This design comes from an exercise in tuning for small area, a short achievable clock period and few clock cycles per item on the open sky130 flow, not from production work.
Only simulation tests tie the RTL to the original design; equivalence was not proved.
Power and IR drop assume default switching activity.

## flow/config.mk

```make
export PLATFORM = sky130hd
export DESIGN_NAME = RV32I
export DESIGN_NICKNAME = RV32I
export VERILOG_FILES = /design/flow/design.v
export SDC_FILE = /design/flow/constraint.sdc
export NUM_CORES = 8
export LEC_CHECK = 0
export CAP_MARGIN = 20
export CORE_MARGIN = 2
export CORE_UTILIZATION = 40
export CTS_BUF_LIST = sky130_fd_sc_hd__clkbuf_8 sky130_fd_sc_hd__clkbuf_16
export CTS_CLUSTER_DIAMETER = 80
export CTS_CLUSTER_SIZE = 20
export SLEW_MARGIN = 20
```

## flow/constraint.sdc

```tcl
create_clock -name core_clock -period 11.0 [get_ports {clk}]
set_input_delay 2.2000 -clock core_clock [delete_from_list [all_inputs] [get_ports {clk}]]
set_output_delay 2.2000 -clock core_clock [all_outputs]
set_load 0.01 [all_outputs]
```

## flow/design.v

```verilog
`timescale 1ns / 1ps
module RV32I(
    input         clk,
    input         rst,
    output [31:0] imem_addr,
    input  [31:0] imem_rdata,
    output [31:0] dmem_addr,
    output        dmem_re,
    output        dmem_we,
    output [3:0]  dmem_wstrb,
    output [31:0] dmem_wdata,
    input  [31:0] dmem_rdata,
    output        wb_valid,
    output [4:0]  wb_rd,
    output [31:0] wb_data
    );
    reg  [31:0] pc_f;
    reg         hfix;       
    reg         kill_e;
    reg         rst_q;      
    reg  [31:0] a_e, b_e, t_e;
    reg         t_c;        
    reg  [4:0]  rd_e;
    reg         wen_e, ld_e, st_e, br_e, p_e, jmp_e, sub_e;
    reg  [2:0]  f3_e;
    reg         s_add_e, s_lt_e, s_ltu_e, s_xor_e, s_or_e, s_and_e,
                s_sll_e, s_sr_e, s_sra_e, s_t_e;
    reg         fa_m, fa_l, fa_w, fa_r;
    reg         fb_m, fb_l, fb_w, fb_r;
    reg         ft_m, ft_l, ft_w, ft_r;
    reg  [31:0] m_res, m_wdata;
    reg  [4:0]  m_rd;
    reg         m_wen, m_ld, m_re, m_we;
    reg  [3:0]  m_wstrb;
    reg  [2:0]  m_f3;
    reg  [31:0] l_res;
    reg  [4:0]  l_rd;
    reg         l_wen, l_nld;
    reg  [3:0]  l_b;        
    reg         l_h1, l_h3, l_w;    
    reg  [3:0]  l_sb;       
    reg  [1:0]  l_sh;       
    reg  [31:0] w_data;
    reg  [4:0]  w_rd;
    reg         w_wen;
    reg  [32*32-1:32] rfv;      
    assign imem_addr  = pc_f;
    assign dmem_addr  = m_res;
    assign dmem_re    = m_re;
    assign dmem_we    = m_we;
    assign dmem_wstrb = m_wstrb;
    assign dmem_wdata = m_wdata;
    assign wb_valid   = w_wen;
    assign wb_rd      = w_rd;
    assign wb_data    = w_data;
    wire [31:0] opa = ({32{fa_m}} & m_res) | ({32{fa_l}} & l_res) |
                      ({32{fa_w}} & w_data) | ({32{fa_r}} & a_e);
    wire [31:0] opb = ({32{fb_m}} & m_res) | ({32{fb_l}} & l_res) |
                      ({32{fb_w}} & w_data) | ({32{fb_r}} & b_e);
    wire [31:0] opt = ({32{ft_m}} & m_res) | ({32{ft_l}} & l_res) |
                      ({32{ft_w}} & w_data) | ({32{ft_r}} & t_e);
    wire [31:0] sum = opa + (opb ^ {32{sub_e}}) + {31'b0, sub_e};
    wire        ltu = (opa < opb);
    wire        lt  = ltu ^ opa[31] ^ opb[31];
    wire        eq  = (opa == opb);
    reg  [31:0] sh_in, shl;
    integer k;
    always @(*) begin
        for (k = 0; k < 32; k = k + 1)
            sh_in[k] = s_sll_e ? opa[31-k] : opa[k];
    end
    wire [32:0] sh33 = $signed({s_sra_e & opa[31], sh_in}) >>> opb[4:0];
    wire [31:0] shr  = sh33[31:0];
    always @(*) begin
        for (k = 0; k < 32; k = k + 1)
            shl[k] = shr[31-k];
    end
    wire [31:0] res =
          ({32{s_add_e}} & sum)
        | ({32{s_lt_e}}  & {31'b0, lt})
        | ({32{s_ltu_e}} & {31'b0, ltu})
        | ({32{s_xor_e}} & (opa ^ opb))
        | ({32{s_or_e}}  & (opa | opb))
        | ({32{s_and_e}} & (opa & opb))
        | ({32{s_sll_e}} & shl)
        | ({32{s_sr_e}}  & shr)
        | ({32{s_t_e}}   & t_e);
    reg taken;
    always @(*) begin
        case (f3_e)
            3'b000:  taken = eq;
            3'b001:  taken = ~eq;
            3'b100:  taken = lt;
            3'b101:  taken = ~lt;
            3'b110:  taken = ltu;
            default: taken = ~ltu;
        endcase
    end
    wire redirect = ~kill_e & (jmp_e | (br_e & (taken ^ p_e)));
    wire [17:0] t_hi   = t_e[31:14] + {17'd0, t_c};
    wire [31:0] target = jmp_e ? {sum[31:1], 1'b0} : {t_hi, t_e[13:0]};
    wire [31:0] st_data = f3_e[1] ? opt :
                          f3_e[0] ? {opt[15:0], opt[15:0]} :
                                    {4{opt[7:0]}};
    wire [3:0]  st_strb = f3_e[1] ? 4'b1111 :
                          f3_e[0] ? (sum[1] ? 4'b1100 : 4'b0011) :
                                    (4'b0001 << sum[1:0]);
    wire [31:0] d  = dmem_rdata;
    wire        sb = |(l_sb & {d[31], d[23], d[15], d[7]});
    wire        sh = |(l_sh & {d[31], d[15]});
    wire [31:0] l_val =
          {24'd0, ({8{l_b[0]}} & d[7:0])   | ({8{l_b[1]}} & d[15:8]) |
                  ({8{l_b[2]}} & d[23:16]) | ({8{l_b[3]}} & d[31:24])}
        | {16'd0, ({8{l_h1}} & d[15:8]) | ({8{l_h3}} & d[31:24]) | {8{sb}}, 8'd0}
        | {({16{l_w}} & d[31:16]) | {16{sb | sh}}, 16'd0}
        | ({32{l_nld}} & l_res);
    wire [31:0] ins = imem_rdata;
    wire [6:0] op  = ins[6:0];
    wire [2:0] f3  = ins[14:12];
    wire [4:0] rs1 = ins[19:15];
    wire [4:0] rs2 = ins[24:20];
    wire [4:0] rd  = ins[11:7];
    wire d_lui   = (op[6:2] == 5'b01101);
    wire d_auipc = (op[6:2] == 5'b00101);
    wire d_jal   = (op[6:2] == 5'b11011);
    wire d_jalr  = (op[6:2] == 5'b11001);
    wire d_br    = (op[6:2] == 5'b11000);
    wire d_ld    = (op[6:2] == 5'b00000);
    wire d_st    = (op[6:2] == 5'b01000);
    wire d_opi   = (op[6:2] == 5'b00100);
    wire d_op    = (op[6:2] == 5'b01100);
    wire d_alu   = d_op | d_opi;
    wire d_wen   = (d_lui | d_auipc | d_jal | d_jalr | d_ld | d_alu) & (rd != 5'd0);
    wire use1    = ~(d_lui | d_auipc | d_jal);
    wire use2    = d_op | d_br;           
    wire use2t   = d_st;                  
    wire [31:0] imm_i = {{20{ins[31]}}, ins[31:20]};
    wire [31:0] imm_s = {{20{ins[31]}}, ins[31:25], ins[11:7]};
    wire [31:0] imm_u = {ins[31:12], 12'b0};
    wire [31:0] imm_j = {{12{ins[31]}}, ins[19:12], ins[20], ins[30:21], 1'b0};
    wire [12:0] imm_b = {ins[31], ins[7], ins[30:25], ins[11:8], 1'b0};
    wire [17:0] pc_hi  = pc_f[31:14];
    wire [17:0] pc_him = pc_hi - 18'd1;
    wire [31:0] pcx    = {hfix ? pc_him : pc_hi, pc_f[13:0]};
    wire [14:0] bt_lo  = {1'b0, pc_f[13:0]} + {1'b0, imm_b[12], imm_b};
    wire [31:0] br_tgt = {pcx[31:14], bt_lo[13:0]};
    wire [12:0] pc4_lo = {1'b0, pc_f[13:2]} + 13'd1;
    wire [17:0] pc_hip = hfix ? pc_hi : pc_hi + 18'd1;
    wire [31:0] pc4    = {pc4_lo[12] ? pc_hip : pcx[31:14], pc4_lo[11:0], 2'b00};
    wire        d_bp  = d_br & ins[31];
    wire [31:0] imm   = d_st ? imm_s :
                        (d_lui | d_auipc) ? imm_u :
                        d_jal ? imm_j : imm_i;
    reg  [31:0] rf1, rf2;
    integer j;
    always @(*) begin
        rf1 = 32'd0;
        rf2 = 32'd0;
        for (j = 1; j < 32; j = j + 1) begin
            rf1 = rf1 | ({32{rs1 == j[4:0]}} & rfv[32*j +: 32]);
            rf2 = rf2 | ({32{rs2 == j[4:0]}} & rfv[32*j +: 32]);
        end
    end
    wire hz1   = use1 & m_ld & m_wen & (m_rd == rs1);
    wire hz2   = (use2 | use2t) & m_ld & m_wen & (m_rd == rs2);
    wire stall = hz1 | hz2 | rst_q;
    wire e_wen = wen_e & ~kill_e;
    wire a_m = use1 & e_wen & (rd_e == rs1);
    wire a_l = use1 & m_wen & (m_rd == rs1);
    wire a_w = use1 & l_wen & (l_rd == rs1);
    wire b_m = use2 & e_wen & (rd_e == rs2);
    wire b_l = use2 & m_wen & (m_rd == rs2);
    wire b_w = use2 & l_wen & (l_rd == rs2);
    wire t_m = use2t & e_wen & (rd_e == rs2);
    wire t_l = use2t & m_wen & (m_rd == rs2);
    wire t_w = use2t & l_wen & (l_rd == rs2);
    always @(posedge clk) begin
        rst_q <= rst;
        if (rst || redirect)
            hfix <= 1'b0;
        else if (!stall)
            hfix <= d_bp & ~bt_lo[14];
        if (rst)
            pc_f <= 32'd0;
        else if (redirect)
            pc_f <= target;
        else if (!stall)
            pc_f <= d_bp ? br_tgt : pc4;
        kill_e <= ~rst & redirect;
        if (rst || stall) begin
            wen_e <= 1'b0;
            ld_e  <= 1'b0;
            st_e  <= 1'b0;
            br_e  <= 1'b0;
            p_e   <= 1'b0;
            jmp_e <= 1'b0;
        end else begin
            wen_e <= d_wen;
            ld_e  <= d_ld;
            st_e  <= d_st;
            br_e  <= d_br;
            p_e   <= d_bp;
            jmp_e <= d_jal | d_jalr;
        end
        a_e   <= (d_jal | d_auipc) ? pcx : d_lui ? 32'd0 : rf1;
        b_e   <= use2 ? rf2 : imm;
        t_e   <= d_st ? rf2 : (d_br & ~d_bp) ? br_tgt : pc4;
        t_c   <= d_br & ~d_bp & bt_lo[14];
        rd_e  <= rd;
        f3_e  <= f3;
        sub_e <= d_op & (f3 == 3'b000) & ins[30];
        s_add_e <= (~d_alu & ~d_jal & ~d_jalr) | (d_alu & (f3 == 3'b000));
        s_lt_e  <= d_alu & (f3 == 3'b010);
        s_ltu_e <= d_alu & (f3 == 3'b011);
        s_xor_e <= d_alu & (f3 == 3'b100);
        s_or_e  <= d_alu & (f3 == 3'b110);
        s_and_e <= d_alu & (f3 == 3'b111);
        s_sll_e <= d_alu & (f3 == 3'b001);
        s_sr_e  <= d_alu & (f3 == 3'b101);
        s_sra_e <= ins[30] & (f3 == 3'b101);
        s_t_e   <= d_jal | d_jalr;
        fa_m <= a_m;
        fa_l <= ~a_m & a_l;
        fa_w <= ~a_m & ~a_l & a_w;
        fa_r <= ~a_m & ~a_l & ~a_w;
        fb_m <= b_m;
        fb_l <= ~b_m & b_l;
        fb_w <= ~b_m & ~b_l & b_w;
        fb_r <= ~b_m & ~b_l & ~b_w;
        ft_m <= t_m;
        ft_l <= ~t_m & t_l;
        ft_w <= ~t_m & ~t_l & t_w;
        ft_r <= ~t_m & ~t_l & ~t_w;
        if (rst) begin
            m_wen <= 1'b0;
            m_ld  <= 1'b0;
            m_re  <= 1'b0;
            m_we  <= 1'b0;
        end else begin
            m_wen <= e_wen;
            m_ld  <= ld_e & ~kill_e;
            m_re  <= ld_e & ~kill_e;
            m_we  <= st_e & ~kill_e;
        end
        m_res   <= res;
        m_rd    <= rd_e;
        m_f3    <= f3_e;
        m_wdata <= st_data;
        m_wstrb <= st_strb;
        l_wen <= ~rst & m_wen;
        l_res <= rst ? 32'd0 : m_res;
        l_nld <= rst | ~m_ld;
        if (rst || !m_ld) begin
            l_b  <= 4'd0;
            l_h1 <= 1'b0;
            l_h3 <= 1'b0;
            l_w  <= 1'b0;
            l_sb <= 4'd0;
            l_sh <= 2'd0;
        end else begin
            l_b  <= m_f3[1] ? 4'b0001 :
                    m_f3[0] ? (m_res[1] ? 4'b0100 : 4'b0001) :
                              (4'b0001 << m_res[1:0]);
            l_h1 <= m_f3[1] | (m_f3[0] & ~m_res[1]);
            l_h3 <= ~m_f3[1] & m_f3[0] & m_res[1];
            l_w  <= m_f3[1];
            l_sb <= (m_f3 == 3'b000) ? (4'b0001 << m_res[1:0]) : 4'd0;
            l_sh <= (m_f3 == 3'b001) ? (m_res[1] ? 2'b10 : 2'b01) : 2'd0;
        end
        l_rd  <= m_rd;
        w_wen  <= ~rst & l_wen;
        w_rd   <= l_rd;
        w_data <= l_val;
    end
    integer i;
    always @(posedge clk) begin
        for (i = 1; i < 32; i = i + 1)
            if (rst_q || (l_wen && l_rd == i[4:0]))
                rfv[32*i +: 32] <= l_val;
    end
endmodule
```

## flow/flow/run.sh

```bash
#!/bin/bash
# Layout flow: the standard synthesis, then the standard ORFS steps with
# two changes in how the layout is made:
#   - timing repair aims for a larger setup slack (SETUP_SLACK_MARGIN),
#   - the port buffers are buf_2 cells instead of the default pick.
# Each tool's output goes to a log file of its own in this folder.
set -euo pipefail
W=$(pwd)
MARGIN=${MARGIN:-7}

# standard synthesis, unchanged
bash standard.sh synth > synth.log 2>&1

# remaining steps
make -C "$FLOW_HOME" DESIGN_CONFIG="$FLOW_CONFIG" WORK_HOME="$W/orfs" \
  CLKGATE_MAP_FILE= SYNTH_SCRIPT="$W/synth_recipe.tcl" \
  SETUP_SLACK_MARGIN=$MARGIN \
  "BUFFER_PORTS_ARGS=-buffer_cell sky130_fd_sc_hd__buf_2" \
  finish > layout.log 2>&1

R="$W/orfs/results/$FLOW_PLATFORM/RV32I/base"
: # left out here: write the final layout as DEF
```

## flow/standard.sh

```bash
#!/bin/bash
# synth_recipe.tcl (not shown) runs the flow's synth.tcl, then flattens the netlist and writes it again
# the make line also repeats each setting of config.mk as NAME=value (left out here)
make -C /OpenROAD-flow-scripts/flow DESIGN_CONFIG=/design/flow/config.mk WORK_HOME=/design/flow/orfs CLKGATE_MAP_FILE= SYNTH_SCRIPT=/design/flow/synth_recipe.tcl "${@:-finish}"
```

==> summary.md, run 1 <==
| Metric | Value |
|---|---|
| Outcome | finished clean |
| Longest Clk Path Bufs | 3 |
| Setup_tns | 0 ns |
| DRC Markers | 0 |
| TritonRoute pass-1 iters | 10 |
| Most common flop cell mapped by yosys | edfxtp_1 |
| Routed WL | 346,000 um |
| Row cnt | 145 |
| Worst-path clk slew | 0.08 ns |
| 1st-iter DRT viols | 13,300 |
| GP Congestion | 1.03 |
| Lkg Pwr | 26.9 nW |
| Post-Syn Area per Cell | 11.8 um2 |
| Top cells by count, synth | 992 x edfxtp_1, 746 x a22oi_1, 359 x nand2_1, 344 x clkbuf_1, 338 x dfxtp_1 |
| Clock Tree Root | clkbuf_16 |
| Pwr Density | 187 nW/um2 |
| Worst hold path class | flop to flop |
| Tightest Pin Transition | 1.26 ns |
| Worst-Skew Late Latency | 0.78 ns |
| Overflow after GRT | 0 |
| Fin. Hold Viols | 0 |
| Vias per cell | 7.62 |
| Num CTS Buffers | 85 |
| Post-Layout Cell Count | 7,739 |
| Post-synthesis mux area share | 2.14% |
| Die Area | 161,000 um2 |
| Sw power | 0.00487 W |
| Worst setup EP type | flop |
| Critical path arrival | 4.90 ns |
| Post-Synth Adder-Cell Area | 2.92% |
| Sinks on Clock Net | 1,330 |
| CP max FO | 16 |
| Core area | 156,000 um2 |
| Pint | 0.00913 W |
| Register area | 36,600 um2 |
| Rel. slew slack | 15.8% |
| Fillers | 14,000 |
| Starting Density | 40.4% |
| Main combinational cell family by area after synthesis | compound AO/OA/AOI/OAI gates |
| Net switching fraction of the power | 34.8% |
| Minimum clock period | 4.23 ns |
| Inst Count DP | 7,366 |
| Synth top area share | 47.2% |
| CP startpoint kind | flop |
| I/O Pins | 206 |
| Fin crit share | 38.5% |
| Clock power share | 24.4% |
| Worst vdd ir | 152 uV |
| Post-Synth Simple-Gate Area | 9.41% |
| Crit Path Category | flop to flop |
| Multi-input gate area | 27,400 um2 |
| I/O Buffers | 203 |
| Max Slew Vio Count | 0 |
| Syn Nets | 5,553 |
| Number of antenna violations at the first check in global routing | 34 |
| First-pass GRT wire length | 455,000 um |
| DRT antenna net count | 0 |
| All-Layer GR Usage | 40.8% |
| Met2 Use GR | 58.7% |
| Synth Area in XOR/XNOR | 2.43% |
| Cell Area, Synth | 63,100 um2 |
| Combinational share of power | 22.9% |
| Synth top area cells | edfxtp_1 47%, dfxtp_1 11%, a22oi_1 8.9% |
| Ys async rst share | 0% |
| H-tree depth | 3 |
| Pin count of the biggest net entering global routing | 60 |
| TritonCTS clock tree | yes |
| Max Clock Skew | 0.0440 ns |
| Synth Area in Compound Gates | 22.0% |
| # setup viols final | 0 |
| Busiest grt layer | met2 |
| Syn. warnings | 1 |
| Cells after Synth | 5,341 |
| Number of flops mapped to enable cells by yosys | 992 |
| Die W | 401 um |
| Met3 Track Usage GR | 18.0% |
| Reg power frac | 52.7% |
| Share of layout cells above drive strength 1 | 22.0% |
| Fmax | 236 MHz |
| Synthesized flop and latch total | 1,330 |
| Top-count cell post-synth | edfxtp_1 |
| Final net count | 5,838 |
| Met1 global-route usage | 48.0% |
| Area leader, netlist | edfxtp_1 |
| Post-DP HPWL | 202,000 um |
| Vias | 59,000 |
| Vias in the first global route | 53,600 |
| Hold WS | 0.392 ns |
| Max-cap violations | 0 |
| Post-synthesis sequential area ratio | 57.9% |
| Die Ht | 401 um |
| WL per Instance | 44.8 um |
| Critical Path RT | 11.66 ns |
| Area Growth Syn to Fin | 18.7% |
| Synth unique cells | 88 |
| RSZ-0062 raised after global routing | yes |
cells in the final DEF, fill, tap and decap left out, drive strengths merged, types with 25 or more instances in the layout:
cell type,count
edfxtp,992
a22oi,748
buf,589
nand2,363
dfxtp,338
nor2,301
a221oi,209
a22o,196
nand3,185
a21oi,167
o21ai,147
ha,144
inv,123
nand4,118
xnor2,115
clkbuf,98
a222oi,81
a31oi,68
xor2,59
mux2i,55
nor2b,44
nor3,44
a221o,39
nor4,36
mux4,32
a211oi,31
a21o,29
o22ai,27
or4,26
or3,26
nand2b,25
state kept, by name, indices dropped and copies added (netlist names), 4 cells and up:
| name | flops |
|---|---|
| b_e | 32 |
| w_rd | 5 |
| t_e | 32 |
| m_wstrb | 4 |
| rfv | 992 |
| a_e | 32 |
| l_b | 4 |
| pc_f | 32 |
| rd_e | 5 |
| l_rd | 5 |
| l_sb | 4 |
| m_rd | 5 |
| m_res | 32 |
| l_res | 32 |
| m_wdata | 32 |
| w_data | 32 |
logic make-up (layout without fill, tap and decap cells):
family,Yosys count,after routing
other cells,0,20
mux,94,94
fa+ha+maj,146,146
compound gates,1847,1847
simple gates,1232,1234
xor+xnor,174,174
buf+inv,518,836
flops,1330,1330
worst max-delay path: stages (launching register included):
cell and delay, ns:
dfxtp_4 0.37, buf_12 0.14, buf_16 0.17, a22oi_2 0.17, nand2_2 0.12, buf_4 0.16
ha_4 0.28, nor2b_1 0.06, o21ai_2 0.23, a21boi_1 0.12, o31ai_2 0.42, nand4_1 0.31
o21a_2 0.33, or4_4 0.45, nand3_4 0.11, buf_12 0.17, buf_16 0.16, buf_4 0.13
nor2_4 0.04, a211oi_2 0.14
power groups by stage:
stage	combinational [W]	clock, W	sequential (W)
6_report	0.00321	0.00341	0.00738
5_1_grt	0.00326	0.00357	0.00740
4_1_cts	0.00285	0.00340	0.00729
3_5_place_dp	0.00260	0	0.00739
3_3_place_gp	0.00259	0	0.00739
2_1_floorplan	0.00136	0	0.00709
what timing repair did:
action                                  4_1_cts  5_1_grt
endpoints found under the setup margin      678      146
buffers inserted                            112       92
gates resized for setup                     332      227
cloned                                       15       10
pin swaps                                    66      108
hold buffers                                  0        0
final cells by class:
cell class	count	area share [%]
sequential	1330	48.8
multi-input combinational	3495	36.5
timing repair buffer	603	7.04
tap	2058	3.44
clock buffer	88	2.92
clock inverter	34	0.596
inverter	109	0.579
antenna	20	0.0668
timing repair inverter	2	0.0184
path summary, 6_finish.rpt:
kind           start  endpoint  slack, ns  cells after the start
max             fb_l  pc_f[27]       6.77                     19
min          m_rd[3]   l_rd[3]       0.39                      0
max reg2reg     fb_l  pc_f[27]       6.77                     19
min reg2reg  m_rd[3]   l_rd[3]       0.39                      0
layer usage:
layer  wire, um  vias to the layer above
met5        408                        -
met4      36200                       34
met3      58900                     2048
met2     140000                     6558
met1     111000                    28400
li1           -                    22000
metrics by stage:
stage | utilization [%] | area, um2 | worst slack, ns | power, W
after global routing | 47.9 | 74900 | 6.77 | 0.0142
after global placement | 43.0 | 67300 | 4.80 | 0.00998
after detailed placement | 43.1 | 67300 | 4.81 | 0.00999
final | 47.9 | 74900 | 6.77 | 0.0140
after floorplan | - | 63500 | 6.73 | 0.00845
after CTS | 46.5 | 72800 | 6.93 | 0.0135
Testbench counts, summed over its fixed seeds: cycles 81,143, instrs 73,713.
==> inputs of run 2 (changes only) <==
--- a/flow/design.v
+++ b/flow/design.v
@@ -248,8 +248,8 @@
         m_wdata <= st_data;
         m_wstrb <= st_strb;
         l_wen <= ~rst & m_wen;
-        l_res <= rst ? 32'd0 : m_res;
-        l_nld <= rst | ~m_ld;
+        l_res <= m_res;
+        l_nld <= ~rst & ~m_ld;
         if (rst || !m_ld) begin
             l_b  <= 4'd0;
             l_h1 <= 1'b0;
==> summary.md, run 2 <==
| Metric | Value |
|---|---|
| R2R Path End | pc_f[19] |
| WL per Instance | 47.5 um (+6.1%) |
| Routed WL | 368,000 um (+6.3%) |
| Biggest register | rfv |
| Pin count of the biggest net entering global routing | 68 (+13%) |
| Syn. warnings | 1 (unchanged) |
| Rel. slew slack | 12.1% (-3.7 points) |
| Overflow after GRT | 0 (unchanged) |
| Max Slew Vio Count | 0 (unchanged) |
| Worst setup EP type | flop |
| Cells after Synth | 5,335 (-0.11%) |
| Fmax | 237 MHz (+0.35%) |
| # setup viols final | 0 (unchanged) |
| DRT antenna net count | 0 (unchanged) |
| I/O Pins | 206 (unchanged) |
| Dpl cell area | 67,600 um2 (+0.43%) |
| CP max stage delay | 0.43 ns (-0.02 ns) |
| Number of antenna violations at the first check in global routing | 42 (+24%) |
| RR Startpoint | fb_m |
| Post-route cell area | 75,600 um2 (+0.88%) |
| Hold WS | 0.400 ns (+0.00799 ns) |
| Fin crit share | 38.4% (-0.13 points) |
| Die Area | 161,000 um2 (+0.21%) |
| Largest register FFs | 992 (unchanged) |
| Pwr Density | 190 nW/um2 (+1.7%) |
| Vias per cell | 7.72 (+1.3%) |
| Cell Area, Synth | 63,200 um2 (+0.21%) |
| Fillers | 14,000 (-0.17%) |
| Outcome | finished clean |
| Most common cell after layout, fill and taps aside | edfxtp_1 |
| Num CTS Buffers | 86 (+1.2%) |
| Max Clock Skew | 0.0977 ns (+0.0537 ns) |
| Core area | 157,000 um2 (+0.12%) |
| Area Growth Syn to Fin | 19.5% |
| CP max FO | 8 (-8) |
| GP Congestion | 1.08 (+4.6%) |
| Max-cap violations | 0 (unchanged) |
| Number of flops mapped to enable cells by yosys | 992 (unchanged) |
| Worst vdd ir | 141 uV (-7.5%) |
| Fin. Hold Viols | 0 (unchanged) |
| H-tree depth | 3 (unchanged) |
| Crit. Startpoint | fb_m |
| Hold path start | m_rd[4] |
| Final net count | 5,835 (-0.051%) |
| Starting Density | 40.4% (about the same) |
| Clock Tree Root | clkbuf_16 |
| Crit Path Category | flop to flop |
| Worst-Skew Late Latency | 0.80 ns (+0.02 ns) |
| Sinks on Clock Net | 1,330 (unchanged) |
| Slack of the worst reg-to-reg path | 6.78 ns (about the same) |
| First-pass GRT wire length | 482,000 um (+6.0%) |
| TritonRoute pass-1 iters | 13 (+3) |
| Lkg Pwr | 27.2 nW (+1.0%) |
| Share of layout cells above drive strength 1 | 22.6% (+0.63 points) |
| CP cell instances | buf_12 > buf_12 > a22oi_2 > nand2_2 > buf_12 > ha_4 > inv_2 > a221oi_4 > o21bai_2 > o41ai_4 > buf_4 > nand4_1 > nor3b_4 > buf_6 > o311ai_4 > buf_6 > buf_6 > buf_16 > nor2_4 > a32o_1 |
| CP max stage cell | a221oi_4 |
| CP startpoint kind | flop |
| Ys async rst share | 0% (unchanged) |
| Synthesized flop and latch total | 1,330 (unchanged) |
| Post-Syn Area per Cell | 11.9 um2 (+0.32%) |
| Die Ht | 402 um (+0.10%) |
| DRC Markers | 0 (unchanged) |
| Top cells by count, synth | 992 x edfxtp_1, 708 x a22oi_1, 383 x nand2_1, 338 x dfxtp_1, 327 x clkbuf_1 |
| Die W | 402 um (+0.10%) |
| Row cnt | 145 (unchanged) |
| TritonCTS clock tree | yes |
| Vias | 59,900 (+1.5%) |
| CP endpoint | pc_f[19] |
| Most common flop cell mapped by yosys | edfxtp_1 |
| Total Power | 0.0144 W (+2.6%) |
| Syn Nets | 5,547 (-0.11%) |
| All-Layer GR Usage | 44.0% (+3.1 points) |
| I/O Buffers | 203 (unchanged) |
| Synth top area share | 47.1% (-0.099 points) |
| Worst-path clk slew | 0.08 ns (about the same) |
| Most frequent cells in the layout | 992 x edfxtp_1, 667 x a22oi_1, 322 x dfxtp_1, 309 x nand2_1, 270 x buf_4 |
| Post-synthesis sequential area ratio | 57.8% (-0.12 points) |
| Critical Path RT | 11.67 ns (about the same) |
| Minimum clock period | 4.22 ns (-0.0147 ns) |
| Longest Clk Path Bufs | 3 (unchanged) |
| Synth unique cells | 98 (+11%) |
| Synth top area cells | edfxtp_1 47%, dfxtp_1 11%, a22oi_1 8.4% |
| Final core occ | 48.3% (+0.37 points) |
| RSZ-0062 raised after global routing | yes |
| Worst r2r path cells | 20 (+1) |
| Vias in the first global route | 54,400 (+1.4%) |
| Tightest Pin Transition | 1.31 ns (+0.0512 ns) |
| 1st-iter DRT viols | 12,800 (-3.5%) |
| Critical path arrival | 4.89 ns (about the same) |
| Setup_tns | 0 ns (unchanged) |
| Top-count cell post-synth | edfxtp_1 |
| Post-DP HPWL | 222,000 um (+10%) |
| Worst hold path class | flop to flop |
| Area leader, netlist | edfxtp_1 |
-- run 2: cell types whose count changed after synthesis, sizes merged, moves of 14 or more --
cell	before	now
xor2	59	81
clkbuf	344	327
xnor2	115	85
nand2	362	384
mux2i	55	69
nor2b	44	9
a22oi	748	712
a21oi	167	136
a22o	196	212
a221oi	209	227
-- run 2: logic make-up after synthesis --
logic type,after synthesis,share of synthesized area (%)
AO/OA/AOI/OAI,1819,21.8
XOR/XNOR,166,2.30
adder cells (fa/ha/maj),146,2.91
buffers and inverters,511,3.27
flip-flops,1330,57.8
multiplexers,116,2.54
AND/OR/NAND/NOR,1247,9.34
-- run 2: where the power goes --
group / leakage [nW] / internal [W] / switching, W
Clock: 1.35 / 0.00158 / 0.00189
Combinational: 12.9 / 0.00104 / 0.00235
Sequential: 12.9 / 0.00659 / 0.000911
Total: 27.2 / 0.00921 / 0.00516
-- run 2: cell type report --
type	count	area (um2)	share of cell area [%]
multi-input combinational	3494	27900	36.9
timing repair inverter	1	8.76	0.0116
clock inverter	46	556	0.735
clock buffer	86	2150	2.85
sequential	1330	36600	48.4
timing repair buffer	603	5360	7.09
inverter	107	430	0.569
antenna	30	75.1	0.0993
tap	2058	2570	3.41
-- run 2: critical path, delay by kind of cell (launching register included) --
kind            cells  cell delay (ns)
simple gates        4             0.57
buf+inv             9             1.31
compound gates      6             1.51
fa+ha+maj           1             0.27
flops               1             0.40
-- run 2: worst min-delay path by stage --
stage | to | slack, ns | cells past startpoint
after floorplan | w_rd[0] | 0.33 | 0
after global placement | l_rd[1] | 0.38 | 0
after detailed placement | l_rd[4] | 0.39 | 0
after CTS | l_rd[4] | 0.40 | 0
after global routing | l_rd[4] | 0.41 | 0
final | l_rd[4] | 0.40 | 0
-- run 2: through the flow --
stage,setup slack (ns),std cells
final,6.78,7755
after detailed placement,4.97,7391
after floorplan,6.65,5335
after global routing,6.77,7730
after CTS,6.86,7671
after global placement,4.99,7391
-- run 2: layer usage --
layer / GRT usage (%) / share of wire [%]
met1: 50.3 / 32
met2: 62.4 / 41
met3: 19.4 / 16
met4: 37.9 / 11
met5: 0 / 0.055
-- run 2: what timing repair did --
action / 4_1_cts / 5_1_grt
setup buffers: 129 / 52
gates cloned: 19 / 1
hold buffers: 0 / 0
resized for setup: 467 / 193
pin swaps: 102 / 85
endpoints found under the setup margin: 674 / 123
Testbench counts of run 2, summed over its fixed seeds: cycles 81,143, instrs 73,713.

-- re-timing with driven ports --
How much do the figures lean on ideal ports? The routed layouts below were timed once more, with nothing changed but the port constraints.
Step 1, drivers: a clkbuf_16 drives clk and a buf_2 each remaining input, both assumed.
Step 2, shift: input delay + t, output delay - t, t = (earliest + latest rising clock arrival at the registers) / 2. This alone moves slack from input paths to output paths.
Slacks: ideal / step 1 / step 2; pairs: ideal / step 1.
run | shift t [ns] | setup slack, ns | cell pins on the clock port's net
run 1 | 0.845 | 6.765 / 6.765 / 6.075 | 1
run 2 | 0.836 | 6.780 / 6.780 / 5.985 | 1
After both steps every run listed still meets setup and hold. For run 2, which loses most, drivers alone change the setup slack by 0.000 ns; drivers and shift together by -0.795 ns.
